What follows belongs to an exercise in optimizing a design on an open flow for small area, a short achievable clock period and few clock cycles; a production flow would make more cautious choices. The RTL was checked by simulation tests, not by an equivalence proof against the original design. Power figures rest on the tool's default switching activity, not on a simulated workload.

--- flow/design.v ---
module booth_mul(clk, rst, start, data_in, done, product);
  input clk, rst, start;
  input [31:0] data_in;
  output done;
  output [63:0] product;
  reg [31:0] M;              
  reg [31:0] Q;              
  reg [33:0] AS, AC;         
  reg [7:0] L1, L2;          
  reg [3:0] ONE, TWO, NEG;   
  reg        s_lm, s_lq, s_st, s_f1, s_fin, s_dn;
  reg [1:0] cnt;
  assign done = s_dn;
  assign product = {M, Q};
  wire idle = ~(s_lm | s_lq | s_st | s_fin);
  wire [8:0] nx = s_lq ? {data_in[7:0], 1'b0} : Q[15:7];
  wire nb0_2 = nx[2], nb0_1 = nx[1], nb0_0 = nx[0];
  wire nb1_2 = nx[4], nb1_1 = nx[3], nb1_0 = nx[2];
  wire nb2_2 = nx[6], nb2_1 = nx[5], nb2_0 = nx[4];
  wire nb3_2 = nx[8], nb3_1 = nx[7], nb3_0 = nx[6];
  wire [3:0] n_one = {nb3_1 ^ nb3_0, nb2_1 ^ nb2_0, nb1_1 ^ nb1_0, nb0_1 ^ nb0_0};
  wire [3:0] n_two = {(nb3_2 & ~nb3_1 & ~nb3_0) | (~nb3_2 & nb3_1 & nb3_0), (nb2_2 & ~nb2_1 & ~nb2_0) | (~nb2_2 & nb2_1 & nb2_0), (nb1_2 & ~nb1_1 & ~nb1_0) | (~nb1_2 & nb1_1 & nb1_0), (nb0_2 & ~nb0_1 & ~nb0_0) | (~nb0_2 & nb0_1 & nb0_0)};
  wire [3:0] n_neg = {nb3_2 & ~(nb3_1 & nb3_0), nb2_2 & ~(nb2_1 & nb2_0), nb1_2 & ~(nb1_1 & nb1_0), nb0_2 & ~(nb0_1 & nb0_0)};
  wire [33:0] as_i = s_f1 ? {1'b1, 33'd0} : AS;
  wire [33:0] ac_i = s_f1 ? 34'd0 : AC;
  wire [8:0] lo = s_f1 ? 9'd0 : L1 + L2;
  wire loc = lo[8];
  wire [31:0] mx = M;
  wire [32:0] x0 = {mx[31], mx} ^ {33{NEG[0]}};
  wire [33:0] pp0;
  assign pp0[32:0] = ({33{ONE[0]}} & x0) | ({33{TWO[0]}} & {x0[31:0], NEG[0]});
  assign pp0[33] = ~pp0[32];
  wire [32:0] x1 = {mx[31], mx} ^ {33{NEG[1]}};
  wire [33:0] pp1;
  assign pp1[32:0] = ({33{ONE[1]}} & x1) | ({33{TWO[1]}} & {x1[31:0], NEG[1]});
  assign pp1[33] = ~pp1[32];
  wire [32:0] x2 = {mx[31], mx} ^ {33{NEG[2]}};
  wire [33:0] pp2;
  assign pp2[32:0] = ({33{ONE[2]}} & x2) | ({33{TWO[2]}} & {x2[31:0], NEG[2]});
  assign pp2[33] = ~pp2[32];
  wire [32:0] x3 = {mx[31], mx} ^ {33{NEG[3]}};
  wire [33:0] pp3;
  assign pp3[32:0] = ({33{ONE[3]}} & x3) | ({33{TWO[3]}} & {x3[31:0], NEG[3]});
  assign pp3[33] = ~pp3[32];
  wire s1, k2, s3, k4, s5, k6, s7, k8, s9, k10, s11, k12, s13, k14, s15, k16, s17, k18, s19, k20, s21, k22, s23, k24, s25, k26, s27, k28, s29, k30, s31, k32, s33, k34, s35, k36, s37, k38, s39, k40, s41, k42, s43, k44, s45, k46, s47, k48, s49, k50, s51, k52, s53, k54, s55, k56, s57, k58, s59, k60, s61, k62, s63, k64, s65, k66, s67, k68, s69, k70, s71, k72, s73, k74, s75, k76, s77, k78, s79, k80, s81, k82, s83, k84, s85, k86, s87, k88, s89, k90, s91, k92, s93, k94, s95, k96, s97, k98, s99, k100, s101, k102, s103, k104, s105, k106, s107, k108, s109, k110, s111, k112, s113, k114, s115, k116, s117, k118, s119, k120, s121, k122, s123, k124, s125, k126, s127, k128, s129, k130, s131, k132, s133, k134, s135, k136, s137, k138, s139, k140, s141, k142, s143, k144, s145, k146, s147, k148, s149, k150, s151, k152, s153, k154, s155, k156, s157, k158, s159, k160, s161, k162, s163, k164, s165, k166, s167, k168, s169, k170, s171, k172, s173, k174, s175, k176, s177, k178, s179, k180, s181, k182, s183, k184, s185, k186, s187, k188, s189, k190, s191, k192, s193, k194, s195, k196, s197, k198, s199, k200, s201, k202, s203, k204, s205, k206, s207, k208, s209, k210, s211, k212, s213, k214, s215, k216, s217, k218, s219, k220, s221, k222, s223, k224, s225, k226, s227, k228, s229, k230, s231, k232, s233, k234, s235, k236, s237, k238, s239, k240, s241, k242, s243, k244, s245, k246, s247, k248, s249, k250, s251, k252, s253, k254, s255, k256, s257, k258, s259, k260, s261, k262, s263, k264, s265, k266, s267, k268, s269, k270, s271, k272, s273, k274, s275, k276, s277, k278, s279, k280, s281, k282, s283, k284, s285, k286, s287, k288, s289, k290, s291, k292, s293, k294, s295, k296, s297, k298, s299, k300, s301, k302, s303, k304, s305, k306, s307, k308, s309, k310, s311, k312, s313, k314, s315, k316, s317, k318, s319, k320, s321, k322, s323, k324, s325, k326, s327, k328, s329, k330, s331, k332;
  assign s1 = ac_i[6] ^ as_i[6];
  assign k2 = ac_i[6] & as_i[6];
  assign s3 = ac_i[7] ^ as_i[7];
  assign k4 = ac_i[7] & as_i[7];
  assign s5 = ac_i[8] ^ as_i[8];
  assign k6 = ac_i[8] & as_i[8];
  assign s7 = ac_i[9] ^ as_i[9];
  assign k8 = ac_i[9] & as_i[9];
  assign s9 = ac_i[10] ^ as_i[10];
  assign k10 = ac_i[10] & as_i[10];
  assign s11 = ac_i[11] ^ as_i[11];
  assign k12 = ac_i[11] & as_i[11];
  assign s13 = ac_i[12] ^ as_i[12];
  assign k14 = ac_i[12] & as_i[12];
  assign s15 = ac_i[13] ^ as_i[13];
  assign k16 = ac_i[13] & as_i[13];
  assign s17 = ac_i[14] ^ as_i[14];
  assign k18 = ac_i[14] & as_i[14];
  assign s19 = ac_i[15] ^ as_i[15];
  assign k20 = ac_i[15] & as_i[15];
  assign s21 = ac_i[16] ^ as_i[16];
  assign k22 = ac_i[16] & as_i[16];
  assign s23 = ac_i[17] ^ as_i[17];
  assign k24 = ac_i[17] & as_i[17];
  assign s25 = ac_i[18] ^ as_i[18];
  assign k26 = ac_i[18] & as_i[18];
  assign s27 = ac_i[19] ^ as_i[19];
  assign k28 = ac_i[19] & as_i[19];
  assign s29 = ac_i[20] ^ as_i[20];
  assign k30 = ac_i[20] & as_i[20];
  assign s31 = ac_i[21] ^ as_i[21];
  assign k32 = ac_i[21] & as_i[21];
  assign s33 = ac_i[22] ^ as_i[22];
  assign k34 = ac_i[22] & as_i[22];
  assign s35 = ac_i[23] ^ as_i[23];
  assign k36 = ac_i[23] & as_i[23];
  assign s37 = ac_i[24] ^ as_i[24];
  assign k38 = ac_i[24] & as_i[24];
  assign s39 = ac_i[25] ^ as_i[25];
  assign k40 = ac_i[25] & as_i[25];
  assign s41 = ac_i[26] ^ as_i[26];
  assign k42 = ac_i[26] & as_i[26];
  assign s43 = ac_i[27] ^ as_i[27];
  assign k44 = ac_i[27] & as_i[27];
  assign s45 = ac_i[28] ^ as_i[28];
  assign k46 = ac_i[28] & as_i[28];
  assign s47 = ac_i[29] ^ as_i[29];
  assign k48 = ac_i[29] & as_i[29];
  assign s49 = ac_i[30] ^ as_i[30];
  assign k50 = ac_i[30] & as_i[30];
  assign s51 = ac_i[31] ^ as_i[31];
  assign k52 = ac_i[31] & as_i[31];
  assign s53 = ac_i[0] ^ as_i[0];
  assign k54 = ac_i[0] & as_i[0];
  assign s55 = ac_i[2] ^ as_i[2];
  assign k56 = ac_i[2] & as_i[2];
  assign s57 = ac_i[3] ^ as_i[3];
  assign k58 = ac_i[3] & as_i[3];
  assign s59 = ac_i[4] ^ as_i[4] ^ NEG[2];
  assign k60 = (ac_i[4] & as_i[4]) | (ac_i[4] & NEG[2]) | (as_i[4] & NEG[2]);
  assign s61 = pp0[4] ^ pp1[2];
  assign k62 = pp0[4] & pp1[2];
  assign s63 = ac_i[5] ^ as_i[5] ^ pp0[5];
  assign k64 = (ac_i[5] & as_i[5]) | (ac_i[5] & pp0[5]) | (as_i[5] & pp0[5]);
  assign s65 = pp1[3] ^ pp2[1];
  assign k66 = pp1[3] & pp2[1];
  assign s67 = NEG[3] ^ s1 ^ pp0[6];
  assign k68 = (NEG[3] & s1) | (NEG[3] & pp0[6]) | (s1 & pp0[6]);
  assign s69 = pp1[4] ^ pp2[2] ^ pp3[0];
  assign k70 = (pp1[4] & pp2[2]) | (pp1[4] & pp3[0]) | (pp2[2] & pp3[0]);
  assign s71 = k2 ^ s3 ^ pp0[7];
  assign k72 = (k2 & s3) | (k2 & pp0[7]) | (s3 & pp0[7]);
  assign s73 = pp1[5] ^ pp2[3] ^ pp3[1];
  assign k74 = (pp1[5] & pp2[3]) | (pp1[5] & pp3[1]) | (pp2[3] & pp3[1]);
  assign s75 = k4 ^ s5 ^ pp0[8];
  assign k76 = (k4 & s5) | (k4 & pp0[8]) | (s5 & pp0[8]);
  assign s77 = pp1[6] ^ pp2[4] ^ pp3[2];
  assign k78 = (pp1[6] & pp2[4]) | (pp1[6] & pp3[2]) | (pp2[4] & pp3[2]);
  assign s79 = k6 ^ s7 ^ pp0[9];
  assign k80 = (k6 & s7) | (k6 & pp0[9]) | (s7 & pp0[9]);
  assign s81 = pp1[7] ^ pp2[5] ^ pp3[3];
  assign k82 = (pp1[7] & pp2[5]) | (pp1[7] & pp3[3]) | (pp2[5] & pp3[3]);
  assign s83 = k8 ^ s9 ^ pp0[10];
  assign k84 = (k8 & s9) | (k8 & pp0[10]) | (s9 & pp0[10]);
  assign s85 = pp1[8] ^ pp2[6] ^ pp3[4];
  assign k86 = (pp1[8] & pp2[6]) | (pp1[8] & pp3[4]) | (pp2[6] & pp3[4]);
  assign s87 = k10 ^ s11 ^ pp0[11];
  assign k88 = (k10 & s11) | (k10 & pp0[11]) | (s11 & pp0[11]);
  assign s89 = pp1[9] ^ pp2[7] ^ pp3[5];
  assign k90 = (pp1[9] & pp2[7]) | (pp1[9] & pp3[5]) | (pp2[7] & pp3[5]);
  assign s91 = k12 ^ s13 ^ pp0[12];
  assign k92 = (k12 & s13) | (k12 & pp0[12]) | (s13 & pp0[12]);
  assign s93 = pp1[10] ^ pp2[8] ^ pp3[6];
  assign k94 = (pp1[10] & pp2[8]) | (pp1[10] & pp3[6]) | (pp2[8] & pp3[6]);
  assign s95 = k14 ^ s15 ^ pp0[13];
  assign k96 = (k14 & s15) | (k14 & pp0[13]) | (s15 & pp0[13]);
  assign s97 = pp1[11] ^ pp2[9] ^ pp3[7];
  assign k98 = (pp1[11] & pp2[9]) | (pp1[11] & pp3[7]) | (pp2[9] & pp3[7]);
  assign s99 = k16 ^ s17 ^ pp0[14];
  assign k100 = (k16 & s17) | (k16 & pp0[14]) | (s17 & pp0[14]);
  assign s101 = pp1[12] ^ pp2[10] ^ pp3[8];
  assign k102 = (pp1[12] & pp2[10]) | (pp1[12] & pp3[8]) | (pp2[10] & pp3[8]);
  assign s103 = k18 ^ s19 ^ pp0[15];
  assign k104 = (k18 & s19) | (k18 & pp0[15]) | (s19 & pp0[15]);
  assign s105 = pp1[13] ^ pp2[11] ^ pp3[9];
  assign k106 = (pp1[13] & pp2[11]) | (pp1[13] & pp3[9]) | (pp2[11] & pp3[9]);
  assign s107 = k20 ^ s21 ^ pp0[16];
  assign k108 = (k20 & s21) | (k20 & pp0[16]) | (s21 & pp0[16]);
  assign s109 = pp1[14] ^ pp2[12] ^ pp3[10];
  assign k110 = (pp1[14] & pp2[12]) | (pp1[14] & pp3[10]) | (pp2[12] & pp3[10]);
  assign s111 = k22 ^ s23 ^ pp0[17];
  assign k112 = (k22 & s23) | (k22 & pp0[17]) | (s23 & pp0[17]);
  assign s113 = pp1[15] ^ pp2[13] ^ pp3[11];
  assign k114 = (pp1[15] & pp2[13]) | (pp1[15] & pp3[11]) | (pp2[13] & pp3[11]);
  assign s115 = k24 ^ s25 ^ pp0[18];
  assign k116 = (k24 & s25) | (k24 & pp0[18]) | (s25 & pp0[18]);
  assign s117 = pp1[16] ^ pp2[14] ^ pp3[12];
  assign k118 = (pp1[16] & pp2[14]) | (pp1[16] & pp3[12]) | (pp2[14] & pp3[12]);
  assign s119 = k26 ^ s27 ^ pp0[19];
  assign k120 = (k26 & s27) | (k26 & pp0[19]) | (s27 & pp0[19]);
  assign s121 = pp1[17] ^ pp2[15] ^ pp3[13];
  assign k122 = (pp1[17] & pp2[15]) | (pp1[17] & pp3[13]) | (pp2[15] & pp3[13]);
  assign s123 = k28 ^ s29 ^ pp0[20];
  assign k124 = (k28 & s29) | (k28 & pp0[20]) | (s29 & pp0[20]);
  assign s125 = pp1[18] ^ pp2[16] ^ pp3[14];
  assign k126 = (pp1[18] & pp2[16]) | (pp1[18] & pp3[14]) | (pp2[16] & pp3[14]);
  assign s127 = k30 ^ s31 ^ pp0[21];
  assign k128 = (k30 & s31) | (k30 & pp0[21]) | (s31 & pp0[21]);
  assign s129 = pp1[19] ^ pp2[17] ^ pp3[15];
  assign k130 = (pp1[19] & pp2[17]) | (pp1[19] & pp3[15]) | (pp2[17] & pp3[15]);
  assign s131 = k32 ^ s33 ^ pp0[22];
  assign k132 = (k32 & s33) | (k32 & pp0[22]) | (s33 & pp0[22]);
  assign s133 = pp1[20] ^ pp2[18] ^ pp3[16];
  assign k134 = (pp1[20] & pp2[18]) | (pp1[20] & pp3[16]) | (pp2[18] & pp3[16]);
  assign s135 = k34 ^ s35 ^ pp0[23];
  assign k136 = (k34 & s35) | (k34 & pp0[23]) | (s35 & pp0[23]);
  assign s137 = pp1[21] ^ pp2[19] ^ pp3[17];
  assign k138 = (pp1[21] & pp2[19]) | (pp1[21] & pp3[17]) | (pp2[19] & pp3[17]);
  assign s139 = k36 ^ s37 ^ pp0[24];
  assign k140 = (k36 & s37) | (k36 & pp0[24]) | (s37 & pp0[24]);
  assign s141 = pp1[22] ^ pp2[20] ^ pp3[18];
  assign k142 = (pp1[22] & pp2[20]) | (pp1[22] & pp3[18]) | (pp2[20] & pp3[18]);
  assign s143 = k38 ^ s39 ^ pp0[25];
  assign k144 = (k38 & s39) | (k38 & pp0[25]) | (s39 & pp0[25]);
  assign s145 = pp1[23] ^ pp2[21] ^ pp3[19];
  assign k146 = (pp1[23] & pp2[21]) | (pp1[23] & pp3[19]) | (pp2[21] & pp3[19]);
  assign s147 = k40 ^ s41 ^ pp0[26];
  assign k148 = (k40 & s41) | (k40 & pp0[26]) | (s41 & pp0[26]);
  assign s149 = pp1[24] ^ pp2[22] ^ pp3[20];
  assign k150 = (pp1[24] & pp2[22]) | (pp1[24] & pp3[20]) | (pp2[22] & pp3[20]);
  assign s151 = k42 ^ s43 ^ pp0[27];
  assign k152 = (k42 & s43) | (k42 & pp0[27]) | (s43 & pp0[27]);
  assign s153 = pp1[25] ^ pp2[23] ^ pp3[21];
  assign k154 = (pp1[25] & pp2[23]) | (pp1[25] & pp3[21]) | (pp2[23] & pp3[21]);
  assign s155 = k44 ^ s45 ^ pp0[28];
  assign k156 = (k44 & s45) | (k44 & pp0[28]) | (s45 & pp0[28]);
  assign s157 = pp1[26] ^ pp2[24] ^ pp3[22];
  assign k158 = (pp1[26] & pp2[24]) | (pp1[26] & pp3[22]) | (pp2[24] & pp3[22]);
  assign s159 = k46 ^ s47 ^ pp0[29];
  assign k160 = (k46 & s47) | (k46 & pp0[29]) | (s47 & pp0[29]);
  assign s161 = pp1[27] ^ pp2[25] ^ pp3[23];
  assign k162 = (pp1[27] & pp2[25]) | (pp1[27] & pp3[23]) | (pp2[25] & pp3[23]);
  assign s163 = k48 ^ s49 ^ pp0[30];
  assign k164 = (k48 & s49) | (k48 & pp0[30]) | (s49 & pp0[30]);
  assign s165 = pp1[28] ^ pp2[26] ^ pp3[24];
  assign k166 = (pp1[28] & pp2[26]) | (pp1[28] & pp3[24]) | (pp2[26] & pp3[24]);
  assign s167 = k50 ^ s51 ^ pp0[31];
  assign k168 = (k50 & s51) | (k50 & pp0[31]) | (s51 & pp0[31]);
  assign s169 = pp1[29] ^ pp2[27] ^ pp3[25];
  assign k170 = (pp1[29] & pp2[27]) | (pp1[29] & pp3[25]) | (pp2[27] & pp3[25]);
  assign s171 = as_i[32] ^ k52 ^ pp0[32];
  assign k172 = (as_i[32] & k52) | (as_i[32] & pp0[32]) | (k52 & pp0[32]);
  assign s173 = pp1[30] ^ pp2[28] ^ pp3[26];
  assign k174 = (pp1[30] & pp2[28]) | (pp1[30] & pp3[26]) | (pp2[28] & pp3[26]);
  assign s175 = as_i[33] ^ pp0[33] ^ pp1[31];
  assign k176 = (as_i[33] & pp0[33]) | (as_i[33] & pp1[31]) | (pp0[33] & pp1[31]);
  assign s177 = pp2[29] ^ pp3[27];
  assign k178 = pp2[29] & pp3[27];
  assign s179 = 1'b1 ^ pp1[32] ^ pp2[30];
  assign k180 = (1'b1 & pp1[32]) | (1'b1 & pp2[30]) | (pp1[32] & pp2[30]);
  assign s181 = NEG[0] ^ s53;
  assign k182 = NEG[0] & s53;
  assign s183 = ac_i[1] ^ as_i[1] ^ k54;
  assign k184 = (ac_i[1] & as_i[1]) | (ac_i[1] & k54) | (as_i[1] & k54);
  assign s185 = NEG[1] ^ s55 ^ pp0[2];
  assign k186 = (NEG[1] & s55) | (NEG[1] & pp0[2]) | (s55 & pp0[2]);
  assign s187 = k56 ^ s57 ^ pp0[3];
  assign k188 = (k56 & s57) | (k56 & pp0[3]) | (s57 & pp0[3]);
  assign s189 = k58 ^ s59 ^ pp2[0];
  assign k190 = (k58 & s59) | (k58 & pp2[0]) | (s59 & pp2[0]);
  assign s191 = k60 ^ k62 ^ s65;
  assign k192 = (k60 & k62) | (k60 & s65) | (k62 & s65);
  assign s193 = k66 ^ k64 ^ s67;
  assign k194 = (k66 & k64) | (k66 & s67) | (k64 & s67);
  assign s195 = k68 ^ k70 ^ s71;
  assign k196 = (k68 & k70) | (k68 & s71) | (k70 & s71);
  assign s197 = k72 ^ k74 ^ s75;
  assign k198 = (k72 & k74) | (k72 & s75) | (k74 & s75);
  assign s199 = k76 ^ k78 ^ s79;
  assign k200 = (k76 & k78) | (k76 & s79) | (k78 & s79);
  assign s201 = k80 ^ k82 ^ s83;
  assign k202 = (k80 & k82) | (k80 & s83) | (k82 & s83);
  assign s203 = k84 ^ k86 ^ s87;
  assign k204 = (k84 & k86) | (k84 & s87) | (k86 & s87);
  assign s205 = k88 ^ k90 ^ s91;
  assign k206 = (k88 & k90) | (k88 & s91) | (k90 & s91);
  assign s207 = k92 ^ k94 ^ s95;
  assign k208 = (k92 & k94) | (k92 & s95) | (k94 & s95);
  assign s209 = k96 ^ k98 ^ s101;
  assign k210 = (k96 & k98) | (k96 & s101) | (k98 & s101);
  assign s211 = k100 ^ k102 ^ s103;
  assign k212 = (k100 & k102) | (k100 & s103) | (k102 & s103);
  assign s213 = k104 ^ k106 ^ s107;
  assign k214 = (k104 & k106) | (k104 & s107) | (k106 & s107);
  assign s215 = k108 ^ k110 ^ s111;
  assign k216 = (k108 & k110) | (k108 & s111) | (k110 & s111);
  assign s217 = k112 ^ k114 ^ s115;
  assign k218 = (k112 & k114) | (k112 & s115) | (k114 & s115);
  assign s219 = k116 ^ k118 ^ s119;
  assign k220 = (k116 & k118) | (k116 & s119) | (k118 & s119);
  assign s221 = k120 ^ k122 ^ s123;
  assign k222 = (k120 & k122) | (k120 & s123) | (k122 & s123);
  assign s223 = k124 ^ k126 ^ s127;
  assign k224 = (k124 & k126) | (k124 & s127) | (k126 & s127);
  assign s225 = k128 ^ k130 ^ s131;
  assign k226 = (k128 & k130) | (k128 & s131) | (k130 & s131);
  assign s227 = k132 ^ k134 ^ s135;
  assign k228 = (k132 & k134) | (k132 & s135) | (k134 & s135);
  assign s229 = k136 ^ k138 ^ s139;
  assign k230 = (k136 & k138) | (k136 & s139) | (k138 & s139);
  assign s231 = k140 ^ k142 ^ s143;
  assign k232 = (k140 & k142) | (k140 & s143) | (k142 & s143);
  assign s233 = k144 ^ k146 ^ s147;
  assign k234 = (k144 & k146) | (k144 & s147) | (k146 & s147);
  assign s235 = k148 ^ k150 ^ s151;
  assign k236 = (k148 & k150) | (k148 & s151) | (k150 & s151);
  assign s237 = k152 ^ k154 ^ s155;
  assign k238 = (k152 & k154) | (k152 & s155) | (k154 & s155);
  assign s239 = k156 ^ k158 ^ s159;
  assign k240 = (k156 & k158) | (k156 & s159) | (k158 & s159);
  assign s241 = k160 ^ k162 ^ s163;
  assign k242 = (k160 & k162) | (k160 & s163) | (k162 & s163);
  assign s243 = k164 ^ k166 ^ s167;
  assign k244 = (k164 & k166) | (k164 & s167) | (k166 & s167);
  assign s245 = k168 ^ k170 ^ s171;
  assign k246 = (k168 & k170) | (k168 & s171) | (k170 & s171);
  assign s247 = s177 ^ k172 ^ k174;
  assign k248 = (s177 & k172) | (s177 & k174) | (k172 & k174);
  assign s249 = pp3[28] ^ k178 ^ k176;
  assign k250 = (pp3[28] & k178) | (pp3[28] & k176) | (k178 & k176);
  assign s251 = pp1[33] ^ pp2[31] ^ pp3[29];
  assign k252 = (pp1[33] & pp2[31]) | (pp1[33] & pp3[29]) | (pp2[31] & pp3[29]);
  assign s253 = 1'b1 ^ pp2[32];
  assign k254 = 1'b1 & pp2[32];
  assign s255 = s181 ^ loc;
  assign k256 = s181 & loc;
  assign s257 = k182 ^ pp0[1] ^ s183;
  assign k258 = (k182 & pp0[1]) | (k182 & s183) | (pp0[1] & s183);
  assign s259 = k184 ^ pp1[0] ^ s185;
  assign k260 = (k184 & pp1[0]) | (k184 & s185) | (pp1[0] & s185);
  assign s261 = pp1[1] ^ k186 ^ s187;
  assign k262 = (pp1[1] & k186) | (pp1[1] & s187) | (k186 & s187);
  assign s263 = s61 ^ k188 ^ s189;
  assign k264 = (s61 & k188) | (s61 & s189) | (k188 & s189);
  assign s265 = k190 ^ s63 ^ s191;
  assign k266 = (k190 & s63) | (k190 & s191) | (s63 & s191);
  assign s267 = s69 ^ k192 ^ s193;
  assign k268 = (s69 & k192) | (s69 & s193) | (k192 & s193);
  assign s269 = s73 ^ k194 ^ s195;
  assign k270 = (s73 & k194) | (s73 & s195) | (k194 & s195);
  assign s271 = s77 ^ k196 ^ s197;
  assign k272 = (s77 & k196) | (s77 & s197) | (k196 & s197);
  assign s273 = s81 ^ k198 ^ s199;
  assign k274 = (s81 & k198) | (s81 & s199) | (k198 & s199);
  assign s275 = s85 ^ k200 ^ s201;
  assign k276 = (s85 & k200) | (s85 & s201) | (k200 & s201);
  assign s277 = s89 ^ k202 ^ s203;
  assign k278 = (s89 & k202) | (s89 & s203) | (k202 & s203);
  assign s279 = s93 ^ k204 ^ s205;
  assign k280 = (s93 & k204) | (s93 & s205) | (k204 & s205);
  assign s281 = s97 ^ k206 ^ s207;
  assign k282 = (s97 & k206) | (s97 & s207) | (k206 & s207);
  assign s283 = s99 ^ k208 ^ s209;
  assign k284 = (s99 & k208) | (s99 & s209) | (k208 & s209);
  assign s285 = s105 ^ k210 ^ s211;
  assign k286 = (s105 & k210) | (s105 & s211) | (k210 & s211);
  assign s287 = s109 ^ k212 ^ s213;
  assign k288 = (s109 & k212) | (s109 & s213) | (k212 & s213);
  assign s289 = s113 ^ k214 ^ s215;
  assign k290 = (s113 & k214) | (s113 & s215) | (k214 & s215);
  assign s291 = s117 ^ k216 ^ s217;
  assign k292 = (s117 & k216) | (s117 & s217) | (k216 & s217);
  assign s293 = s121 ^ k218 ^ s219;
  assign k294 = (s121 & k218) | (s121 & s219) | (k218 & s219);
  assign s295 = s125 ^ k220 ^ s221;
  assign k296 = (s125 & k220) | (s125 & s221) | (k220 & s221);
  assign s297 = s129 ^ k222 ^ s223;
  assign k298 = (s129 & k222) | (s129 & s223) | (k222 & s223);
  assign s299 = s133 ^ k224 ^ s225;
  assign k300 = (s133 & k224) | (s133 & s225) | (k224 & s225);
  assign s301 = s137 ^ k226 ^ s227;
  assign k302 = (s137 & k226) | (s137 & s227) | (k226 & s227);
  assign s303 = s141 ^ k228 ^ s229;
  assign k304 = (s141 & k228) | (s141 & s229) | (k228 & s229);
  assign s305 = s145 ^ k230 ^ s231;
  assign k306 = (s145 & k230) | (s145 & s231) | (k230 & s231);
  assign s307 = s149 ^ k232 ^ s233;
  assign k308 = (s149 & k232) | (s149 & s233) | (k232 & s233);
  assign s309 = s153 ^ k234 ^ s235;
  assign k310 = (s153 & k234) | (s153 & s235) | (k234 & s235);
  assign s311 = s157 ^ k236 ^ s237;
  assign k312 = (s157 & k236) | (s157 & s237) | (k236 & s237);
  assign s313 = s161 ^ k238 ^ s239;
  assign k314 = (s161 & k238) | (s161 & s239) | (k238 & s239);
  assign s315 = s165 ^ k240 ^ s241;
  assign k316 = (s165 & k240) | (s165 & s241) | (k240 & s241);
  assign s317 = s169 ^ k242 ^ s243;
  assign k318 = (s169 & k242) | (s169 & s243) | (k242 & s243);
  assign s319 = s173 ^ k244 ^ s245;
  assign k320 = (s173 & k244) | (s173 & s245) | (k244 & s245);
  assign s321 = s175 ^ k246 ^ s247;
  assign k322 = (s175 & k246) | (s175 & s247) | (k246 & s247);
  assign s323 = s179 ^ k248 ^ s249;
  assign k324 = (s179 & k248) | (s179 & s249) | (k248 & s249);
  assign s325 = k180 ^ s251 ^ k250;
  assign k326 = (k180 & s251) | (k180 & k250) | (s251 & k250);
  assign s327 = pp3[30] ^ s253 ^ k252;
  assign k328 = (pp3[30] & s253) | (pp3[30] & k252) | (s253 & k252);
  assign s329 = pp2[33] ^ pp3[31] ^ k254;
  assign k330 = (pp2[33] & pp3[31]) | (pp2[33] & k254) | (pp3[31] & k254);
  assign s331 = 1'b1 ^ pp3[32];
  assign k332 = 1'b1 & pp3[32];
  wire [7:0] t_l1 = {k268, k266, k264, k262, k260, k258, k256, pp0[0]};
  wire [7:0] t_l2 = {s269, s267, s265, s263, s261, s259, s257, s255};
  wire [33:0] t_h1 = {1'b0, 1'b1, pp3[33], s331, s329, s327, k324, k322, k320, k318, k316, k314, k312, k310, k308, k306, k304, k302, k300, k298, k296, k294, k292, k290, k288, k286, k284, k282, k280, k278, k276, k274, k272, k270};
  wire [33:0] t_h2 = {1'b0, 1'b0, k332, k330, k328, k326, s325, s323, s321, s319, s317, s315, s313, s311, s309, s307, s305, s303, s301, s299, s297, s295, s293, s291, s289, s287, s285, s283, s281, s279, s277, s275, s273, s271};
  wire [39:0] fsum;
  fadd u_fadd(.x({AS[31:0], L1}), .y({AC[31:0], L2}), .s(fsum));
  always @(posedge clk) begin
    if (rst) begin
      s_lm <= 1'b0; s_lq <= 1'b0; s_st <= 1'b0; s_f1 <= 1'b0; s_fin <= 1'b0; s_dn <= 1'b0;
    end else begin
      s_lm <= idle & start;
      s_lq <= s_lm;
      s_st <= s_lq | (s_st & (cnt != 2'd3));
      s_f1 <= s_lq;
      s_fin <= s_st & (cnt == 2'd3);
      if (idle & start) s_dn <= 1'b0;
      else if (s_fin) s_dn <= 1'b1;
    end
  end
  always @(posedge clk) begin
    if (s_lq) cnt <= 2'd0;
    else if (s_st) cnt <= cnt + 2'd1;
  end
  always @(posedge clk) begin
    ONE <= n_one; TWO <= n_two; NEG <= n_neg;
    AS <= t_h1; AC <= t_h2;
    L1 <= t_l1; L2 <= t_l2;
  end
  always @(posedge clk) begin
    if (s_lm) M <= data_in;
    else if (s_fin) M <= fsum[39:8];
  end
  always @(posedge clk) begin
    if (s_lq) Q <= data_in;
    else if (s_st | s_fin) Q <= {lo[7:0], Q[31:8]};
  end
endmodule
module fadd_p(input [39:0] x, y, input cin, output [40:0] s);
  wire [39:0] g0 = x & y;
  wire [39:0] p0 = x ^ y;
  wire G1 = g0[0] | (p0[0] & cin);
  wire P1 = 1'b0;
  wire G2 = g0[2] | (p0[2] & g0[1]);
  wire P2 = p0[2] & p0[1];
  wire G3 = g0[4] | (p0[4] & g0[3]);
  wire P3 = p0[4] & p0[3];
  wire G4 = g0[6] | (p0[6] & g0[5]);
  wire P4 = p0[6] & p0[5];
  wire G5 = g0[8] | (p0[8] & g0[7]);
  wire P5 = p0[8] & p0[7];
  wire G6 = g0[10] | (p0[10] & g0[9]);
  wire P6 = p0[10] & p0[9];
  wire G7 = g0[12] | (p0[12] & g0[11]);
  wire P7 = p0[12] & p0[11];
  wire G8 = g0[14] | (p0[14] & g0[13]);
  wire P8 = p0[14] & p0[13];
  wire G9 = g0[16] | (p0[16] & g0[15]);
  wire P9 = p0[16] & p0[15];
  wire G10 = g0[18] | (p0[18] & g0[17]);
  wire P10 = p0[18] & p0[17];
  wire G11 = g0[20] | (p0[20] & g0[19]);
  wire P11 = p0[20] & p0[19];
  wire G12 = g0[22] | (p0[22] & g0[21]);
  wire P12 = p0[22] & p0[21];
  wire G13 = g0[24] | (p0[24] & g0[23]);
  wire P13 = p0[24] & p0[23];
  wire G14 = g0[26] | (p0[26] & g0[25]);
  wire P14 = p0[26] & p0[25];
  wire G15 = g0[28] | (p0[28] & g0[27]);
  wire P15 = p0[28] & p0[27];
  wire G16 = g0[30] | (p0[30] & g0[29]);
  wire P16 = p0[30] & p0[29];
  wire G17 = g0[32] | (p0[32] & g0[31]);
  wire P17 = p0[32] & p0[31];
  wire G18 = g0[34] | (p0[34] & g0[33]);
  wire P18 = p0[34] & p0[33];
  wire G19 = g0[36] | (p0[36] & g0[35]);
  wire P19 = p0[36] & p0[35];
  wire G20 = g0[38] | (p0[38] & g0[37]);
  wire P20 = p0[38] & p0[37];
  wire G21 = g0[1] | (p0[1] & G1);
  wire P21 = p0[1] & P1;
  wire G22 = G2 | (P2 & G1);
  wire P22 = P2 & P1;
  wire G23 = g0[5] | (p0[5] & G3);
  wire P23 = p0[5] & P3;
  wire G24 = G4 | (P4 & G3);
  wire P24 = P4 & P3;
  wire G25 = g0[9] | (p0[9] & G5);
  wire P25 = p0[9] & P5;
  wire G26 = G6 | (P6 & G5);
  wire P26 = P6 & P5;
  wire G27 = g0[13] | (p0[13] & G7);
  wire P27 = p0[13] & P7;
  wire G28 = G8 | (P8 & G7);
  wire P28 = P8 & P7;
  wire G29 = g0[17] | (p0[17] & G9);
  wire P29 = p0[17] & P9;
  wire G30 = G10 | (P10 & G9);
  wire P30 = P10 & P9;
  wire G31 = g0[21] | (p0[21] & G11);
  wire P31 = p0[21] & P11;
  wire G32 = G12 | (P12 & G11);
  wire P32 = P12 & P11;
  wire G33 = g0[25] | (p0[25] & G13);
  wire P33 = p0[25] & P13;
  wire G34 = G14 | (P14 & G13);
  wire P34 = P14 & P13;
  wire G35 = g0[29] | (p0[29] & G15);
  wire P35 = p0[29] & P15;
  wire G36 = G16 | (P16 & G15);
  wire P36 = P16 & P15;
  wire G37 = g0[33] | (p0[33] & G17);
  wire P37 = p0[33] & P17;
  wire G38 = G18 | (P18 & G17);
  wire P38 = P18 & P17;
  wire G39 = g0[37] | (p0[37] & G19);
  wire P39 = p0[37] & P19;
  wire G40 = G20 | (P20 & G19);
  wire P40 = P20 & P19;
  wire G41 = g0[3] | (p0[3] & G22);
  wire P41 = p0[3] & P22;
  wire G42 = G3 | (P3 & G22);
  wire P42 = P3 & P22;
  wire G43 = G23 | (P23 & G22);
  wire P43 = P23 & P22;
  wire G44 = G24 | (P24 & G22);
  wire P44 = P24 & P22;
  wire G45 = g0[11] | (p0[11] & G26);
  wire P45 = p0[11] & P26;
  wire G46 = G7 | (P7 & G26);
  wire P46 = P7 & P26;
  wire G47 = G27 | (P27 & G26);
  wire P47 = P27 & P26;
  wire G48 = G28 | (P28 & G26);
  wire P48 = P28 & P26;
  wire G49 = g0[19] | (p0[19] & G30);
  wire P49 = p0[19] & P30;
  wire G50 = G11 | (P11 & G30);
  wire P50 = P11 & P30;
  wire G51 = G31 | (P31 & G30);
  wire P51 = P31 & P30;
  wire G52 = G32 | (P32 & G30);
  wire P52 = P32 & P30;
  wire G53 = g0[27] | (p0[27] & G34);
  wire P53 = p0[27] & P34;
  wire G54 = G15 | (P15 & G34);
  wire P54 = P15 & P34;
  wire G55 = G35 | (P35 & G34);
  wire P55 = P35 & P34;
  wire G56 = G36 | (P36 & G34);
  wire P56 = P36 & P34;
  wire G57 = g0[35] | (p0[35] & G38);
  wire P57 = p0[35] & P38;
  wire G58 = G19 | (P19 & G38);
  wire P58 = P19 & P38;
  wire G59 = G39 | (P39 & G38);
  wire P59 = P39 & P38;
  wire G60 = G40 | (P40 & G38);
  wire P60 = P40 & P38;
  wire G61 = g0[7] | (p0[7] & G44);
  wire P61 = p0[7] & P44;
  wire G62 = G5 | (P5 & G44);
  wire P62 = P5 & P44;
  wire G63 = G25 | (P25 & G44);
  wire P63 = P25 & P44;
  wire G64 = G26 | (P26 & G44);
  wire P64 = P26 & P44;
  wire G65 = G45 | (P45 & G44);
  wire P65 = P45 & P44;
  wire G66 = G46 | (P46 & G44);
  wire P66 = P46 & P44;
  wire G67 = G47 | (P47 & G44);
  wire P67 = P47 & P44;
  wire G68 = G48 | (P48 & G44);
  wire P68 = P48 & P44;
  wire G69 = g0[23] | (p0[23] & G52);
  wire P69 = p0[23] & P52;
  wire G70 = G13 | (P13 & G52);
  wire P70 = P13 & P52;
  wire G71 = G33 | (P33 & G52);
  wire P71 = P33 & P52;
  wire G72 = G34 | (P34 & G52);
  wire P72 = P34 & P52;
  wire G73 = G53 | (P53 & G52);
  wire P73 = P53 & P52;
  wire G74 = G54 | (P54 & G52);
  wire P74 = P54 & P52;
  wire G75 = G55 | (P55 & G52);
  wire P75 = P55 & P52;
  wire G76 = G56 | (P56 & G52);
  wire P76 = P56 & P52;
  wire G77 = g0[39] | (p0[39] & G60);
  wire P77 = p0[39] & P60;
  wire G78 = g0[15] | (p0[15] & G68);
  wire P78 = p0[15] & P68;
  wire G79 = G9 | (P9 & G68);
  wire P79 = P9 & P68;
  wire G80 = G29 | (P29 & G68);
  wire P80 = P29 & P68;
  wire G81 = G30 | (P30 & G68);
  wire P81 = P30 & P68;
  wire G82 = G49 | (P49 & G68);
  wire P82 = P49 & P68;
  wire G83 = G50 | (P50 & G68);
  wire P83 = P50 & P68;
  wire G84 = G51 | (P51 & G68);
  wire P84 = P51 & P68;
  wire G85 = G52 | (P52 & G68);
  wire P85 = P52 & P68;
  wire G86 = G69 | (P69 & G68);
  wire P86 = P69 & P68;
  wire G87 = G70 | (P70 & G68);
  wire P87 = P70 & P68;
  wire G88 = G71 | (P71 & G68);
  wire P88 = P71 & P68;
  wire G89 = G72 | (P72 & G68);
  wire P89 = P72 & P68;
  wire G90 = G73 | (P73 & G68);
  wire P90 = P73 & P68;
  wire G91 = G74 | (P74 & G68);
  wire P91 = P74 & P68;
  wire G92 = G75 | (P75 & G68);
  wire P92 = P75 & P68;
  wire G93 = G76 | (P76 & G68);
  wire P93 = P76 & P68;
  wire G94 = g0[31] | (p0[31] & G93);
  wire P94 = p0[31] & P93;
  wire G95 = G17 | (P17 & G93);
  wire P95 = P17 & P93;
  wire G96 = G37 | (P37 & G93);
  wire P96 = P37 & P93;
  wire G97 = G38 | (P38 & G93);
  wire P97 = P38 & P93;
  wire G98 = G57 | (P57 & G93);
  wire P98 = P57 & P93;
  wire G99 = G58 | (P58 & G93);
  wire P99 = P58 & P93;
  wire G100 = G59 | (P59 & G93);
  wire P100 = P59 & P93;
  wire G101 = G60 | (P60 & G93);
  wire P101 = P60 & P93;
  wire G102 = G77 | (P77 & G93);
  wire P102 = P77 & P93;
  assign s = {G102, p0[39] ^ G101, p0[38] ^ G100, p0[37] ^ G99, p0[36] ^ G98, p0[35] ^ G97, p0[34] ^ G96, p0[33] ^ G95, p0[32] ^ G94, p0[31] ^ G93, p0[30] ^ G92, p0[29] ^ G91, p0[28] ^ G90, p0[27] ^ G89, p0[26] ^ G88, p0[25] ^ G87, p0[24] ^ G86, p0[23] ^ G85, p0[22] ^ G84, p0[21] ^ G83, p0[20] ^ G82, p0[19] ^ G81, p0[18] ^ G80, p0[17] ^ G79, p0[16] ^ G78, p0[15] ^ G68, p0[14] ^ G67, p0[13] ^ G66, p0[12] ^ G65, p0[11] ^ G64, p0[10] ^ G63, p0[9] ^ G62, p0[8] ^ G61, p0[7] ^ G44, p0[6] ^ G43, p0[5] ^ G42, p0[4] ^ G41, p0[3] ^ G22, p0[2] ^ G21, p0[1] ^ G1, p0[0] ^ cin};
endmodule
module fadd(x, y, s);
  input [39:0] x, y;
  output [39:0] s;
  wire [40:0] w;
  fadd_p u(.x(x), .y(y), .cin(1'b0), .s(w));
  assign s = w[39:0];
endmodule
--- flow/flow/run.sh ---
#!/bin/bash
# Own layout flow: the standard layout (standard.sh) with three changes:
#  - synthesis: the same script (synth_recipe.tcl), except that Yosys's synth
#    runs its fine stage without its quick "abc -fast" mapping, so that the
#    full adders of the carry-save tree reach ORFS's extract_fa step intact;
#    ORFS's own abc mapping afterwards is unchanged. Registers, their names and
#    cells are those of the standard synthesis.
#  - after synthesis, flow/polarity.py removes inverters around the full-adder
#    cells (a full adder is self-dual);
#  - the input and output ports are buffered by sky130_fd_sc_hd__buf_1.
# Runs in the standard flow's work folder; each tool's output goes to a log file here.
set -euo pipefail
work=$(pwd)
res=$work/orfs/results/sky130hd/booth_mul/base
cp config.mk flow_config.mk
echo "export BUFFER_PORTS_ARGS = -buffer_cell sky130_fd_sc_hd__buf_1" >> flow_config.mk
sed 's#^proc synth {args} { yosys synth -nofsm -noshare {\*}\$args }#proc synth {args} { if {[lsearch -exact $args fine:] >= 0} { yosys synth -nofsm -noshare -noabc {*}$args } else { yosys synth -nofsm -noshare {*}$args } }#' synth_recipe.tcl > flow_synth.tcl
grep -q -- "-noabc" flow_synth.tcl
sed "s#${work}/config.mk#${work}/flow_config.mk#g; s#${work}/synth_recipe.tcl#${work}/flow_synth.tcl#g" standard.sh > flow_standard.sh
grep -q flow_config.mk flow_standard.sh
grep -q flow_synth.tcl flow_standard.sh
bash flow_standard.sh "$res/1_2_yosys.v" > flow_synth.log 2>&1
cp "$res/1_2_yosys.v" yosys_synth.v
python3 flow/polarity.py yosys_synth.v "$res/1_2_yosys.v" > flow_polarity.log 2>&1
touch "$res/1_2_yosys.v"
bash flow_standard.sh > flow_standard.log 2>&1
--- flow/flow/polarity.py ---
#!/usr/bin/env python3
"""Remove inverters around full-adder cells in a mapped Yosys netlist.

A full adder is self-dual: FA(~a, ~b, ~c) = (~sum, ~cout). Yosys's extract_fa
often leaves fa cells with inverters on their inputs or outputs. This pass
chooses, for each fa cell, whether to use it "flipped" (its input pins take the
complement of the logical inputs and its output nets carry the complement of
the logical outputs), so as to minimise the number of inverters, and rebuilds
the inverters: one per signal that some pin needs inverted.

usage: polarity.py IN.v OUT.v
"""
import re
import sys

INV = re.compile(r"^sky130_fd_sc_hd__(inv|clkinv)_\d+$")
FA = re.compile(r"^sky130_fd_sc_hd__fa_\d+$")
OUTPINS = {"X", "Y", "Q", "Q_N", "SUM", "COUT", "HI", "LO", "GCLK"}

src = open(sys.argv[1]).read()
m = re.search(r"^module\s+(\w+)\s*\((.*?)\);", src, re.S | re.M)
top_start = m.start()
body_start = m.end()
end = src.rindex("endmodule")
body = src[body_start:end]

decls = []
cells = []
pos = 0
cell_re = re.compile(r"\s*(sky130_fd_sc_hd__\w+)\s+(\S+)\s*\((.*?)\);", re.S)
decl_re = re.compile(r"\s*(input|output|wire|inout)\b[^;]*;", re.S)
while True:
    mm = decl_re.match(body, pos)
    if mm:
        decls.append(mm.group(0).strip())
        pos = mm.end()
        continue
    mm = cell_re.match(body, pos)
    if mm:
        pins = re.findall(r"\.(\w+)\(([^()]*)\)", mm.group(3))
        cells.append([mm.group(1), mm.group(2), [(p, n.strip()) for p, n in pins]])
        pos = mm.end()
        continue
    if body[pos:].strip() == "":
        break
    raise SystemExit("polarity.py: cannot parse netlist near: " + body[pos:pos + 200])

# output port nets
outports = set()
for d in decls:
    mo = re.match(r"output\s*(\[(\d+):(\d+)\])?\s*(\w+)\s*;", d)
    if mo:
        if mo.group(1):
            hi, lo = int(mo.group(2)), int(mo.group(3))
            for i in range(min(hi, lo), max(hi, lo) + 1):
                outports.add("%s[%d]" % (mo.group(4), i))
        else:
            outports.add(mo.group(4))

driver = {}
for idx, (typ, name, pins) in enumerate(cells):
    for p, n in pins:
        if p in OUTPINS:
            driver[n] = (idx, p)

# collapsible inverters: output not a port net
collapse = set()
for idx, (typ, name, pins) in enumerate(cells):
    if INV.match(typ):
        d = dict(pins)
        if d["Y"] not in outports:
            collapse.add(idx)


def resolve(n):
    ph = 0
    seen = 0
    while n in driver and driver[n][0] in collapse:
        n = dict(cells[driver[n][0]][2])["A"]
        ph ^= 1
        seen += 1
        if seen > 100:
            raise SystemExit("inverter loop")
    return n, ph


fa_cells = [i for i, c in enumerate(cells) if FA.match(c[0])]
# fa cells driving a port net directly are not flipped
fixed = set()
for i in fa_cells:
    for p, n in cells[i][2]:
        if p in OUTPINS and n in outports:
            fixed.add(i)

# sinks: (cell idx, pin) -> (base, phase); every input pin of a kept cell
sinks = []
for idx, (typ, name, pins) in enumerate(cells):
    if idx in collapse:
        continue
    for k, (p, n) in enumerate(pins):
        if p in OUTPINS:
            continue
        if re.match(r"^\d+'", n) or n == "":
            continue
        b, ph = resolve(n)
        sinks.append([idx, k, b, ph])

fa_out = {}
for i in fa_cells:
    for p, n in cells[i][2]:
        if p in OUTPINS:
            fa_out[n] = i

flip = set()
by_base = {}
for s in sinks:
    by_base.setdefault(s[2], []).append(s)
by_cell = {}
for s in sinks:
    by_cell.setdefault(s[0], []).append(s)


def need(s):
    """physical phase sink s needs from its base net"""
    ph = s[3]
    if s[0] in flip:
        ph ^= 1
    if s[2] in fa_out and fa_out[s[2]] in flip:
        ph ^= 1
    return ph


def cost_bases(bases):
    return sum(1 for b in bases if any(need(s) for s in by_base.get(b, [])))


def affected(i):
    bs = set(s[2] for s in by_cell.get(i, []))
    for p, n in cells[i][2]:
        if p in OUTPINS:
            bs.add(n)
    return bs


import random


def descend():
    changed = True
    rounds = 0
    while changed and rounds < 50:
        changed = False
        rounds += 1
        for i in fa_cells:
            if i in fixed:
                continue
            bs = affected(i)
            c0 = cost_bases(bs)
            flip.symmetric_difference_update({i})
            c1 = cost_bases(bs)
            if c1 < c0:
                changed = True
            else:
                flip.symmetric_difference_update({i})


rng = random.Random(1)
free = [i for i in fa_cells if i not in fixed]
descend()
best = (cost_bases(by_base.keys()), set(flip))
for trial in range(60):
    flip.clear()
    flip.update(i for i in free if rng.random() < 0.5)
    descend()
    c = cost_bases(by_base.keys())
    if c < best[0]:
        best = (c, set(flip))
flip.clear()
flip.update(best[1])
after = cost_bases(by_base.keys())

# rebuild: inverted copy of each base that needs one
invnet = {}
# reuse an existing collapsed inverter output net that carries ~base
for idx in collapse:
    d = dict(cells[idx][2])
    b, ph = resolve(d["Y"])
    if ph == 1 and b not in invnet:
        invnet[b] = d["Y"]
newwires = []
newcells = []
cnt = 0
for b, ss in by_base.items():
    if any(need(s) for s in ss):
        if b not in invnet:
            cnt += 1
            w = "_polw%d_" % cnt
            invnet[b] = w
            newwires.append(w)
for s in sinks:
    idx, k, b, ph = s
    p, n = cells[idx][2][k]
    cells[idx][2][k] = (p, invnet[b] if need(s) else b)
k = 0
for b, ss in by_base.items():
    if any(need(s) for s in ss):
        k += 1
        newcells.append(("sky130_fd_sc_hd__inv_1", "_polinv%d_" % k, [("A", b), ("Y", invnet[b])]))

def nm(n):
    return n + " " if n.startswith("\\") else n


out = [src[:body_start]]
for d in decls:
    out.append("  " + d)
for w in newwires:
    out.append("  wire %s;" % w)
for idx, (typ, name, pins) in enumerate(cells):
    if idx in collapse:
        continue
    out.append("  %s %s (\n%s\n  );" % (typ, name, ",\n".join("    .%s(%s)" % (p, nm(n)) for p, n in pins)))
for typ, name, pins in newcells:
    out.append("  %s %s (\n%s\n  );" % (typ, name, ",\n".join("    .%s(%s)" % (p, nm(n)) for p, n in pins)))
out.append("endmodule\n")
open(sys.argv[2], "w").write("\n".join(out))
print("polarity.py: %d fa cells, %d flipped; inverters %d -> %d (collapsed %d)" %
      (len(fa_cells), len(flip), len(collapse), after, len(collapse)))
--- flow/standard.sh ---
#!/bin/bash
# synth_recipe.tcl (not shown) runs the flow's synth.tcl, then flattens the netlist and writes it again
# the make line also repeats each setting of config.mk as NAME=value (left out here)
make -C /OpenROAD-flow-scripts/flow DESIGN_CONFIG=/design/flow/config.mk WORK_HOME=/design/flow/orfs CLKGATE_MAP_FILE= SYNTH_SCRIPT=/design/flow/synth_recipe.tcl "${@:-finish}"
--- flow/config.mk ---
export PLATFORM = sky130hd
export DESIGN_NAME = booth_mul
export DESIGN_NICKNAME = booth_mul
export VERILOG_FILES = /design/flow/design.v
export SDC_FILE = /design/flow/constraint.sdc
export NUM_CORES = 4
export LEC_CHECK = 0
export CAP_MARGIN = 20
export CORE_MARGIN = 2
export CORE_UTILIZATION = 50
export GPL_TIMING_DRIVEN = 0
export PLACE_DENSITY = 0.7
export SETUP_SLACK_MARGIN = 2.0
export SLEW_MARGIN = 20
--- flow/constraint.sdc ---
create_clock -name core_clock -period 5.0 [get_ports {clk}]
set_input_delay 1.0000 -clock core_clock [delete_from_list [all_inputs] [get_ports {clk}]]
set_output_delay 1.0000 -clock core_clock [all_outputs]
set_load 0.01 [all_outputs]
==> metrics.md, run 1 <==
| Metric | Value |
|---|---|
| Status | `no timing/DRC/antenna violations` |
| Tmin final | `3.30 ns` |
| Hold Crit Class | `reg2reg` |
| Layout Cells excl Fill | `1557` |
| Clk Latency, worst-skew pair | `0.45 ns` |
| Longest Clk Path Bufs | `2` |
| TritonCTS clock tree | `yes` |
| CTS root buf | `clkbuf_16` |
| Setup TNS | `0 ns` |
| Final net count | `1467` |
| Syn avg cell area | `11.5 sq um` |
| DR vias | `9369` |
| Final setup viols | `0` |
| Sink Count | `roughly 160` |
| Worst Skew | `0.0137 ns` |
| Inst Count DP | `1505` |
| Net count after synthesis | `1330` |
| Tightest Pin Transition | `1.07 ns` |
| Post-route DRC | `0` |
| CTS Hold Bufs | `0` |
| Power Density | `879 nW/um^2` |
| Die footprint | `about 26000 sq um` |
| TritonCTS buffer count | `17` |
| CP Capture Type | `flip-flop` |
| Hpwl dp | `29500 um` |
| Fillers | `2044` |
| Initial DRC Count | `~1000` |
| Util after Layout | `58.9%` |
| Initial Utilization | `51.0%` |
| Worst Setup Start Kind | `flip-flop` |
| First-pass GRT wire length | `~58000 um` |
| Final hold viol count | `0` |
| Grt total ovfl | `0` |
| Share of cells above drive strength 1 | `12.6%` |
| DRT Pass-1 Iters | `6` |
| Pins over their slew limit | `0` |
| Core region area | `24400 sq um` |
| H-tree depth | `4` |
| Number of max-cap violations | `0` |
| Cell internal pwr | `around 6.9 mW` |
| Total wire length | `38700 um` |
| Wire per inst | `24.9 um` |
| Via density | `6.02` |
| Total track usage | `30.2%` |
| Die H | `162 um` |
| Port-buffer cells | `99` |
| Vias in the first global route | `9677` |
| Die Wd | `162 um` |
| Relative slew slack | `28.5%` |
| Initial antenna violation count | `1` |
| Max frequency | `303 MHz` |
| Post-Syn Area | `12400 sq um` |
| Worst endpoint required time | `5.20 ns` |
| Clock share of power | `10.5%` |
| CP Data Arrival Time | `approximately 3.5 ns` |
| Synthesis-to-finish area growth | `15.4%` |
| RSZ-0062 raised after global routing | `yes` |
| Synth warn | `1` |
| Gpl congestion | `0.959` |
| Crit-path max FO | `3` |
| Sw Share | `between 40 and 50%` |
| Clock transition at path regs | `0.08 ns` |
| Leak pwr | `6.06 nW` |
| Fin crit share | `approximately two thirds` |
| Largest net degree at the start of global routing | `34` |
| Gate power share | `between 60% and 70%` |
| Sequential share of power | `21.1%` |
| Top Ports | `100` |
| Std-Cell Rows | `between 50 and 60` |
| Maximum VDD drop | `0.000521 V` |
| NetSw | `between 5 and 6 mW` |
| Final ANT Viol Nets | `0` |
| Critical path class | `reg2reg` |
| Mapped Cells | `1082` |
critical path, stage by stage (launching register included):
cell and delay [ns]:
dfxtp_2 0.34, ha_4 0.24, a21o_1 0.18, a221o_1 0.35
a221oi_4 0.42, a21oi_4 0.16, o21a_4 0.25, o21a_4 0.20
o21a_4 0.20, o41ai_4 0.25, xnor2_2 0.17, mux2_4 0.28
final cells by class:
cell class	instances	area (sq um)	area share [%]
inverters	27	101	0.705
clock inverters	15	158	1.10
well taps	324	405	2.82
repair buffers	118	526	3.66
diodes	1	2.50	0.0174
multi-input cells	826	8490	59.1
clock buffers	17	425	2.96
flip-flops and latches	163	3910	27.2
plain buffers	66	348	2.42
cell usage in the layout (no fill, tap or decap), drive strengths merged, types with 2 or more instances in the layout:
cell / count
o41ai: 3
clkbuf: 64
nand4: 4
o21ai: 30
xor2: 134
and3: 3
a21oi: 18
o31ai: 17
edfxtp: 64
nor3: 15
nand2: 54
buf: 137
or3: 2
dfxtp: 99
ha: 81
nand3: 7
and4: 2
nor2: 26
a211oi: 3
a211o: 2
nor3b: 3
clkinv: 5
or2: 2
nor2b: 69
a21o: 5
mux2: 21
fa: 132
xnor2: 13
o211ai: 3
a22oi: 6
a41oi: 2
o21a: 16
a22o: 129
inv: 37
a21boi: 7
mux2i: 8
flip-flops by register name, indices dropped and copies added, names as in the netlist, 2 cells and up:
signal and flops:
AC 32, L1 8, L2 8, cnt 2, M 32, NEG 4, AS 31, ONE 4
Q 32, TWO 4
path summary, 6_finish.rpt:
check | start | endpoint | slack, ns | cells past startpoint
worst max register to register | AS[0] | M[20] | 1.70 | 11
worst max-delay path | AS[0] | M[20] | 1.70 | 11
worst min register to register | s_dn | s_dn | 0.50 | 2
worst min-delay path | s_dn | s_dn | 0.50 | 2
per-stage QoR:
step | instance area, sq um | worst slack, ns | power, mW | hold WS, ns
global placement | 13200 | 1.29 | 10.4 | 0.479
finish | 14400 | 1.70 | 12.6 | 0.500
floorplan | 12400 | 2.04 | 7.93 | 0.457
detailed placement | 13200 | 1.33 | 10.6 | 0.482
CTS | 14200 | 1.73 | 12.3 | 0.497
global route | 14400 | 1.62 | 13.6 | 0.549
power groups by stage:
| stage | logic [mW] | clock network, mW | registers, mW |
|---|---|---|---|
| after floorplan | 5.40 | 0 | 2.54 |
| after global placement | 7.79 | 0 | 2.65 |
| after detailed placement | 7.93 | 0 | 2.65 |
| after CTS | 8.32 | 1.33 | 2.65 |
| after global routing | 9.56 | 1.38 | 2.71 |
| final | 8.65 | 1.32 | 2.66 |
routing by layer:
layer | up-vias | GRT usage, % | wire length [um]
met1 | 4707 | 40.8 | 15900
li1 | 4115 | - | -
met2 | 463 | 47.7 | 18000
met4 | 0 | 13.4 | 1600
met5 | - | 0 | 0
met3 | 84 | 5.80 | 3190
what timing repair did:
action | 4_1_cts | 5_1_grt
pin swaps | 11 | 20
endpoints found under the setup margin | 86 | 41
resized for setup | 81 | 52
setup buffers | 12 | 7
Testbench counts, summed over its fixed seeds: cycles 12,800.
==> run 2: changes to the inputs <==
--- a/flow/flow/polarity.py
+++ b/flow/flow/polarity.py
@@ -6,13 +6,15 @@
 chooses, for each fa cell, whether to use it "flipped" (its input pins take the
 complement of the logical inputs and its output nets carry the complement of
 the logical outputs), so as to minimise the number of inverters, and rebuilds
-the inverters: one per signal that some pin needs inverted.
+the inverters: one per signal that some pin needs inverted. It also gives
+flip-flops (dfxtp) that drive many pins the strongest drive of their cell.
 
 usage: polarity.py IN.v OUT.v
 """
 import re
 import sys
 
+UPSIZE_FANOUT = 12
 INV = re.compile(r"^sky130_fd_sc_hd__(inv|clkinv)_\d+$")
 FA = re.compile(r"^sky130_fd_sc_hd__fa_\d+$")
 OUTPINS = {"X", "Y", "Q", "Q_N", "SUM", "COUT", "HI", "LO", "GCLK"}
@@ -207,6 +209,37 @@
         k += 1
         newcells.append(("sky130_fd_sc_hd__inv_1", "_polinv%d_" % k, [("A", b), ("Y", invnet[b])]))
 
+# flip-flops that drive many pins (through synthesis buffers, which the
+# placement step removes) get the strongest drive of their cell type
+BUF = re.compile(r"^sky130_fd_sc_hd__(buf|clkbuf)_\d+$")
+sinkcount = {}
+for idx, (typ, name, pins) in enumerate(cells):
+    for p, n in pins:
+        if p not in OUTPINS:
+            sinkcount[n] = sinkcount.get(n, 0) + 1
+bufout = {}
+for idx, (typ, name, pins) in enumerate(cells):
+    if BUF.match(typ):
+        d = dict(pins)
+        bufout.setdefault(d["A"], []).append(d["X"])
+
+
+def fanout(n, depth=0):
+    tot = 0
+    for o in bufout.get(n, []):
+        tot += fanout(o, depth + 1) - 1
+    return sinkcount.get(n, 0) + tot
+
+
+upsized = 0
+for c in cells:
+    if c[0] == "sky130_fd_sc_hd__dfxtp_1":
+        q = dict(c[2]).get("Q")
+        if q is not None and fanout(q) >= UPSIZE_FANOUT:
+            c[0] = "sky130_fd_sc_hd__dfxtp_4"
+            upsized += 1
+
+
 def nm(n):
     return n + " " if n.startswith("\\") else n
 
@@ -224,5 +257,6 @@
     out.append("  %s %s (\n%s\n  );" % (typ, name, ",\n".join("    .%s(%s)" % (p, nm(n)) for p, n in pins)))
 out.append("endmodule\n")
 open(sys.argv[2], "w").write("\n".join(out))
+print("polarity.py: %d flip-flops upsized" % upsized)
 print("polarity.py: %d fa cells, %d flipped; inverters %d -> %d (collapsed %d)" %
       (len(fa_cells), len(flip), len(collapse), after, len(collapse)))
--- a/flow/config.mk
+++ b/flow/config.mk
@@ -8,7 +8,6 @@
 export CAP_MARGIN = 20
 export CORE_MARGIN = 2
 export CORE_UTILIZATION = 50
-export GPL_TIMING_DRIVEN = 0
 export PLACE_DENSITY = 0.7
 export SETUP_SLACK_MARGIN = 2.0
 export SLEW_MARGIN = 20
==> metrics.md, run 2 <==
| Metric | Value |
|---|---|
| Status | `no timing/DRC/antenna violations` |
| Commonest non-fill, non-tap cell in the layout | `xor2_1` |
| Hold depth | `2 (unchanged)` |
| Gpl congestion | `0.860 (-10%)` |
| Max frequency | `316 MHz (+4.4%)` |
| Die H | `162 um (+0.22%)` |
| Hpwl dp | `24600 um (-17%)` |
| CP Capture Type | `flip-flop` |
| Die footprint | `26300 sq um (+0.44%)` |
| Critical path class | `reg2reg` |
| Layout Cells excl Fill | `1485 (-4.6%)` |
| CP Data Arrival Time | `3.35 ns (-0.15 ns)` |
| Setup TNS | `0 ns (unchanged)` |
| Synthesis-to-finish area growth | `11.5%` |
| Power Density | `873 nW/um^2 (-0.66%)` |
| Fin area | `13900 sq um (-3.0%)` |
| Sink Count | `163 (unchanged)` |
| Setup ws final | `1.84 ns (+0.138 ns)` |
| Port-buffer cells | `99 (unchanged)` |
| H-tree depth | `4 (unchanged)` |
| Setup WS pre-CTS | `1.82 ns (+0.491 ns)` |
| Net count after synthesis | `1330 (unchanged)` |
| DRT Pass-1 Iters | `5 (-1)` |
| Most frequent cells in the layout | `xor2_1 (134), fa_1 (131), a22o_1 (129)` |
| Total wire length | `33900 um (-13%)` |
| Multi-input logic area | `8350 sq um (-1.7%)` |
| Pins over their slew limit | `0 (unchanged)` |
| Crit-path max FO | `6 (+3)` |
| Relative slew slack | `42.8% (+14 points)` |
| CTS root buf | `clkbuf_16` |
| Std-Cell Rows | `57 (unchanged)` |
| Grt total ovfl | `0 (unchanged)` |
| Maximum VDD drop | `0.000376 V (-28%)` |
| RSZ-0062 raised after global routing | `yes` |
| TritonCTS buffer count | `17 (unchanged)` |
| Number of max-cap violations | `0 (unchanged)` |
| Final net count | `1395 (-4.9%)` |
| First-pass GRT wire length | `52600 um (-9.6%)` |
| Storage element area | `3970 sq um (+1.5%)` |
| Leak pwr | `5.82 nW (-3.8%)` |
| Final hold viol count | `0 (unchanged)` |
| Via density | `5.98 (-0.58%)` |
| Clock transition at path regs | `0.08 ns (about the same)` |
| Die Wd | `162 um (+0.22%)` |
| Share of cells above drive strength 1 | `10.2% (-2.4 points)` |
| Post-Syn Area | `12500 sq um (+0.45%)` |
| Syn avg cell area | `11.6 sq um (+0.45%)` |
| Fin crit share | `63.3% (-2.8 points)` |
| Fillers | `2049 (+0.24%)` |
| Synth warn | `1 (unchanged)` |
| Top Ports | `100 (unchanged)` |
| Worst endpoint required time | `5.19 ns (about the same)` |
| Largest net degree at the start of global routing | `69 (+100%)` |
| DR vias | `8884 (-5.2%)` |
| Tmin final | `3.16 ns (-0.138 ns)` |
| WHS | `0.491 ns (-0.00899 ns)` |
| Worst Skew | `0.0123 ns (-0.00135 ns)` |
| Vias in the first global route | `9296 (-3.9%)` |
| Wire per inst | `22.8 um (-8.3%)` |
| Final setup viols | `0 (unchanged)` |
| Initial DRC Count | `726 (-27%)` |
| Core region area | `24500 sq um (+0.29%)` |
| Inst Count DP | `1440 (-4.3%)` |
| Clk Latency, worst-skew pair | `0.44 ns (about the same)` |
| R2r worst-path depth | `13 (+2)` |
| Mapped Cells | `1082 (unchanged)` |
| Longest Clk Path Bufs | `2 (unchanged)` |
| Post-route DRC | `0 (unchanged)` |
| Total track usage | `26.3% (-3.9 points)` |
| TritonCTS clock tree | `yes` |
| Top Registers | `AC: 32 flops, M: 32 flops, Q: 32 flops` |
| Placement Cell Area | `13000 sq um (-1.4%)` |
| Initial antenna violation count | `0 (-1)` |
| Initial Utilization | `51.1% (+0.081 points)` |
| Final ANT Viol Nets | `0 (unchanged)` |
| Hold Crit Class | `reg2reg` |
| Tightest Pin Transition | `0.858 ns (-0.214 ns)` |
| Worst Setup Start Kind | `flip-flop` |
-- run 2: layer usage --
layer / global-route usage, % / share of wire (%)
met4: 8.17 / 2.6
met2: 44.5 / 49
met5: 0 / 0
met3: 5.44 / 5.2
met1: 34.1 / 43
-- run 2: power breakdown --
group          total (mW)  internal (mW)  switching, mW  leakage (nW)
clock                1.40          0.771          0.632         0.310
combinational        7.89           3.74           4.14          4.08
sequential           2.88           2.20          0.680          1.43
-- run 2: worst paths after layout --
kind          from  endpoint  slack [ns]
max          L2[6]     M[23]        1.84
min          s_fin      s_dn        0.49
max reg2reg  L2[6]     M[23]        1.84
min reg2reg  s_fin      s_dn        0.49
-- run 2: through the flow --
step	utilization, %	power (mW)
3_3_place_gp	53.3	10.1
3_5_place_dp	53.3	10.4
2_1_floorplan	-	7.94
4_1_cts	56.3	12.0
5_1_grt	57.0	13.2
6_report	57.0	12.2
-- run 2: cell type report --
cell class	count	share of cell area (%)
Antenna cell	1	0.0179
Clock buffer	17	3.05
Clock inverter	15	1.46
Inverter	27	0.727
Multi-Input combinational cell	826	59.9
Sequential cell	163	28.5
Tap cell	324	2.91
Timing Repair Buffer	112	3.48
-- run 2: worst max-delay path, stage by stage, from the launching register on --
cell,delay [ns]
dfxtp_1,0.32
ha_2,0.39
nand4_1,0.18
nor4_4,0.32
o211ai_1,0.14
buf_4,0.16
a21oi_4,0.20
buf_4,0.15
o21ai_4,0.06
a21boi_2,0.16
nor2_1,0.06
inv_1,0.06
fa_2,0.42
mux2_2,0.26
-- run 2: timing repair --
item	CTS	global route
setup endpoints to repair	11	26
setup buffers	5	7
hold buffers	0	0
pin swaps	6	15
resized for setup	14	26

port drivers added, routing unchanged:
No port has a modelled driver above. Below, the same layouts with a new extraction and two added sets of constraints.
Step 1: set_driving_cell puts a clkbuf_16 on clk and a buf_2 on each other input, an assumption about the parent block.
Step 2 times the ports against the registers' clock, not the clock port: input delays grow and output delays shrink by t, the midpoint of the rising clock arrivals with the driver on.
Slacks: ideal / step 1 / step 2; pairs: ideal / step 1.
run | shift t [ns] | slack for setup (ns) | hold WS [ns] | worst register clock-pin slew, ns
run 1 | 0.489 | 1.699 / 1.699 / 1.699 | 0.500 / 0.500 / 0.500 | 0.08 / 0.08
run 2 | 0.481 | 1.837 / 1.837 / 1.837 | 0.491 / 0.491 / 0.491 | 0.08 / 0.08
After both steps setup and hold are still met in every run listed.
